What follows belongs to an exercise in optimizing a design on an open flow for small area and a short achievable clock period; a production flow would make more cautious choices. At most, simulation tests tie the RTL to the original design; equivalence was not proved. Power is estimated from default activity; no workload was simulated.

==> v38 <==
==> flow/design.v (excerpt) <==
module mmu_top(
    clk,
    active,
    datain,
    win,
    wwrite,
    maccout,
    wout,
    wwriteout,
    activeout,
    dataout
);
Settings: LEC_CHECK=0, CAP_MARGIN=20, CORE_MARGIN=2, CORE_UTILIZATION=45, SETUP_SLACK_MARGIN=2.0, SLEW_MARGIN=20, SYNTH_HIERARCHICAL=1; clock period 5.5 ns.
run.sh (not shown) runs the stock make flow with config.mk's settings and CLKGATE_MAP_FILE= SYNTH_SCRIPT=/design/flow/synth_recipe.tcl, a recipe that flattens the netlist after the stock synthesis.
==> v37 (differences from v38) <==
--- a/flow/design.v
+++ b/flow/design.v
@@ -15299,73 +15299,24 @@
   wire iv868 = ~fc3494;
   wire fs3499, fc3499;
   fa u_fa3499 (.a(iv868), .b(fs3498), .ci(fc3495), .s(fs3499), .co(fc3499));
   wire fs3500, fc3500;
   fa u_fa3500 (.a(r6c0_m14_0), .b(r6c0_m14_1), .ci(r7c0_pp7_7), .s(fs3500), .co(fc3500));
   wire fs3501, fc3501;
   fa u_fa3501 (.a(fs3500), .b(fc3497), .ci(fc3498), .s(fs3501), .co(fc3501));
   wire fs3502 = r6c0_m15_0 ^ fc3500 ^ fc3501;
-  reg r7c0_m0_0;
-  always @(posedge clk) if (r7c0_a) r7c0_m0_0 <= r7c0_pp0_0;
-  reg r7c0_m0_1;
-  always @(posedge clk) if (r7c0_a) r7c0_m0_1 <= r6c0_m0_0;
-  reg r7c0_m1_0;
-  always @(posedge clk) if (r7c0_a) r7c0_m1_0 <= fs3440;
-  reg r7c0_m2_0;
-  always @(posedge clk) if (r7c0_a) r7c0_m2_0 <= fs3442;
-  reg r7c0_m3_0;
-  always @(posedge clk) if (r7c0_a) r7c0_m3_0 <= fc3442;
-  reg r7c0_m3_1;
-  always @(posedge clk) if (r7c0_a) r7c0_m3_1 <= fs3445;
-  reg r7c0_m4_0;
-  always @(posedge clk) if (r7c0_a) r7c0_m4_0 <= fs3449;
-  reg r7c0_m5_0;
-  always @(posedge clk) if (r7c0_a) r7c0_m5_0 <= fs3454;
-  reg r7c0_m6_0;
-  always @(posedge clk) if (r7c0_a) r7c0_m6_0 <= fc3454;
-  reg r7c0_m6_1;
-  always @(posedge clk) if (r7c0_a) r7c0_m6_1 <= fs3460;
-  reg r7c0_m7_0;
-  always @(posedge clk) if (r7c0_a) r7c0_m7_0 <= fc3460;
-  reg r7c0_m7_1;
-  always @(posedge clk) if (r7c0_a) r7c0_m7_1 <= fs3467;
-  reg r7c0_m8_0;
-  always @(posedge clk) if (r7c0_a) r7c0_m8_0 <= fc3467;
-  reg r7c0_m8_1;
-  always @(posedge clk) if (r7c0_a) r7c0_m8_1 <= fs3474;
-  reg r7c0_m9_0;
-  always @(posedge clk) if (r7c0_a) r7c0_m9_0 <= fs3480;
-  reg r7c0_m9_1;
-  always @(posedge clk) if (r7c0_a) r7c0_m9_1 <= fs3481;
-  reg r7c0_m10_0;
-  always @(posedge clk) if (r7c0_a) r7c0_m10_0 <= fc3481;
-  reg r7c0_m10_1;
-  always @(posedge clk) if (r7c0_a) r7c0_m10_1 <= fs3487;
-  reg r7c0_m11_0;
-  always @(posedge clk) if (r7c0_a) r7c0_m11_0 <= fc3487;
-  reg r7c0_m11_1;
-  always @(posedge clk) if (r7c0_a) r7c0_m11_1 <= fs3492;
-  reg r7c0_m12_0;
-  always @(posedge clk) if (r7c0_a) r7c0_m12_0 <= fc3492;
-  reg r7c0_m12_1;
-  always @(posedge clk) if (r7c0_a) r7c0_m12_1 <= fs3496;
-  reg r7c0_m13_0;
-  always @(posedge clk) if (r7c0_a) r7c0_m13_0 <= fc3496;
-  reg r7c0_m13_1;
-  always @(posedge clk) if (r7c0_a) r7c0_m13_1 <= fs3499;
-  reg r7c0_m14_0;
-  always @(posedge clk) if (r7c0_a) r7c0_m14_0 <= fc3499;
-  reg r7c0_m14_1;
-  always @(posedge clk) if (r7c0_a) r7c0_m14_1 <= fs3501;
-  reg r7c0_m15_0;
-  always @(posedge clk) if (r7c0_a) r7c0_m15_0 <= fs3502;
-  wire [15:0] r7c0_x = {~r7c0_m15_0, ~r7c0_m14_0, ~r7c0_m13_0, ~r7c0_m12_0, ~r7c0_m11_0, r7c0_m10_0, ~r7c0_m9_0, ~r7c0_m8_0, ~r7c0_m7_0, ~r7c0_m6_0, ~r7c0_m5_0, ~r7c0_m4_0, ~r7c0_m3_0, ~r7c0_m2_0, ~r7c0_m1_0, ~r7c0_m0_0};
-  wire [15:0] r7c0_y = {1'b0, ~r7c0_m14_1, ~r7c0_m13_1, ~r7c0_m12_1, ~r7c0_m11_1, ~r7c0_m10_1, r7c0_m9_1, ~r7c0_m8_1, ~r7c0_m7_1, ~r7c0_m6_1, 1'b0, 1'b0, ~r7c0_m3_1, 1'b0, 1'b0, ~r7c0_m0_1};
-  prefix_add16 r7c0_add (.x(r7c0_x), .y(r7c0_y), .s(maccout[15:0]));
+  wire [15:0] r7c0_x = {~fs3502, ~fc3499, ~fc3496, ~fc3492, ~fc3487, fc3481, ~fs3480, ~fc3467, ~fc3460, ~fc3454, ~fs3454, ~fs3449, ~fc3442, ~fs3442, ~fs3440, ~r7c0_pp0_0};
+  wire [15:0] r7c0_y = {1'b0, ~fs3501, ~fs3499, ~fs3496, ~fs3492, ~fs3487, fs3481, ~fs3474, ~fs3467, ~fs3460, 1'b0, 1'b0, ~fs3445, 1'b0, 1'b0, ~r6c0_m0_0};
+  reg [15:0] r7c0_gq, r7c0_pq;
+  always @(posedge clk) if (r7c0_a) begin
+    r7c0_gq <= r7c0_x & r7c0_y;
+    r7c0_pq <= r7c0_x ^ r7c0_y;
+  end
+  prefix_pg16 r7c0_add (.g0(r7c0_gq), .p0(r7c0_pq), .s(maccout[15:0]));
   assign wout[7:0] = r7c0_wo;
   assign wwriteout[0] = r7c0_ww;
   reg [7:0] r7c1_d, r7c1_w, r7c1_wo;
   reg r7c1_ww;
   wire [7:0] r7c1_di = r7c0_d;
   wire [7:0] r7c1_wi = r6c1_wo;
   wire r7c1_wwi = r6c1_ww;
   wire r7c1_e = r7c1_wwi | r7c1_ww;
@@ -17360,18 +17311,19 @@
   prefix_add16 r7c7_add (.x(r7c7_x), .y(r7c7_y), .s(r7c7_sum));
   reg [15:0] r7c7_macc;
   always @(posedge clk) if (r7c7_a) r7c7_macc <= r7c7_sum;
   assign maccout[127:112] = r7c7_macc;
   assign wout[63:56] = r7c7_wo;
   assign wwriteout[7] = r7c7_ww;
 endmodule  
 module prefix_add16(input [15:0] x, input [15:0] y, output [15:0] s);
-  wire [15:0] g0 = x & y;
-  wire [15:0] p0 = x ^ y;
+  prefix_pg16 pg (.g0(x & y), .p0(x ^ y), .s(s));
+endmodule
+module prefix_pg16(input [15:0] g0, input [15:0] p0, output [15:0] s);
   wire [15:0] g1, p1, g2, p2, g3, p3, g4, p4;
   genvar i;
   generate
     for (i = 0; i < 16; i = i + 1) begin : lv
       if (i % 2 == 1) begin : a1
         assign g1[i] = g0[i] | (p0[i] & g0[i - 1]);
         assign p1[i] = p0[i] & p0[i - 1];
       end else begin : b1
==> qor summary <==
| quantity | v38 | v37 |
|---|---|---|
| Run status | complete, no violations | complete, no violations |
| Number of nets in the layout | 18,808 | 18,873 |
| Switching power of the nets | 52.7 mW | 52.7 mW |
| Wire length of the first global-routing pass | 664,000 um | 665,000 um |
| Layout clock buffer count | 496 | 499 |
| Worst slew pin tran | 1000 ps | 1000 ps |
| Timing endpoint of the critical path | maccout[9] | maccout[15] |
| Met3 Track Usage GR | 3.10% | 2.86% |
| Post-synthesis cell count | 14,302 | 14,335 |
| Area enclosed by the die boundary | 0.449 mm^2 | 0.449 mm^2 |
| Slowest cell on the critical path | fa_2 | edfxtp_1 |
| Power Combinational | 69.2 mW | 69.3 mW |
| Seq/total area | 40.0% | 39.9% |
| Post-Synth Simple-Gate Area | 8.33% | 8.44% |
| Violation count after the first detailed-route iteration | 6,386 | 6,759 |
| Depth of the most critical reg-to-reg path | 12 | 11 |
| Routed metal-1 wire length | 204,000 um | 205,000 um |
| Critical Path AT | 3300 ps | 2840 ps |
| Part of the Yosys area used for sequential elements | 45.0% | 44.9% |
| Total via count after detailed routing | 102,323 | 103,076 |
| Period utilisation layout | 80.1% | 71.7% |
| CTS Buf Count | 367 | 369 |
| Netlist area before placement | 0.199 mm^2 | 0.200 mm^2 |
| Diodes inserted | 15 | 9 |
| Pre-CTS setup slack | 678 ps | 562 ps |
No functional check of the RTL was part of v38.

port drivers added, routing unchanged:
The results above use ideal ports. As a check the final layouts listed here were re-extracted and re-timed, cells and wires unchanged. Step 1 assumes that a clkbuf_16 drives the clock port and a buf_2 every other input. Step 2, shift: input delay + t, output delay - t, t = (earliest + latest rising clock arrival at the registers) / 2. This alone moves slack from input paths to output paths. Slacks: ideal / step 1 / step 2; pairs: ideal / step 1.
run | t, ns | setup WS [ns] | hold slack, ns | worst data-port slew with drivers (ns)
v38 | 1.046 | 1.097 / 0.987 / 1.007 | 0.327 / 0.327 / 0.327 | 0.10
v37 | 1.034 | 1.559 / 1.452 / 1.003 | 0.326 / 0.326 / 0.326 | 0.12
After both steps every run listed still meets setup and hold. For v37, which loses most, drivers alone change the setup slack by -0.107 ns; drivers and shift together by -0.556 ns.
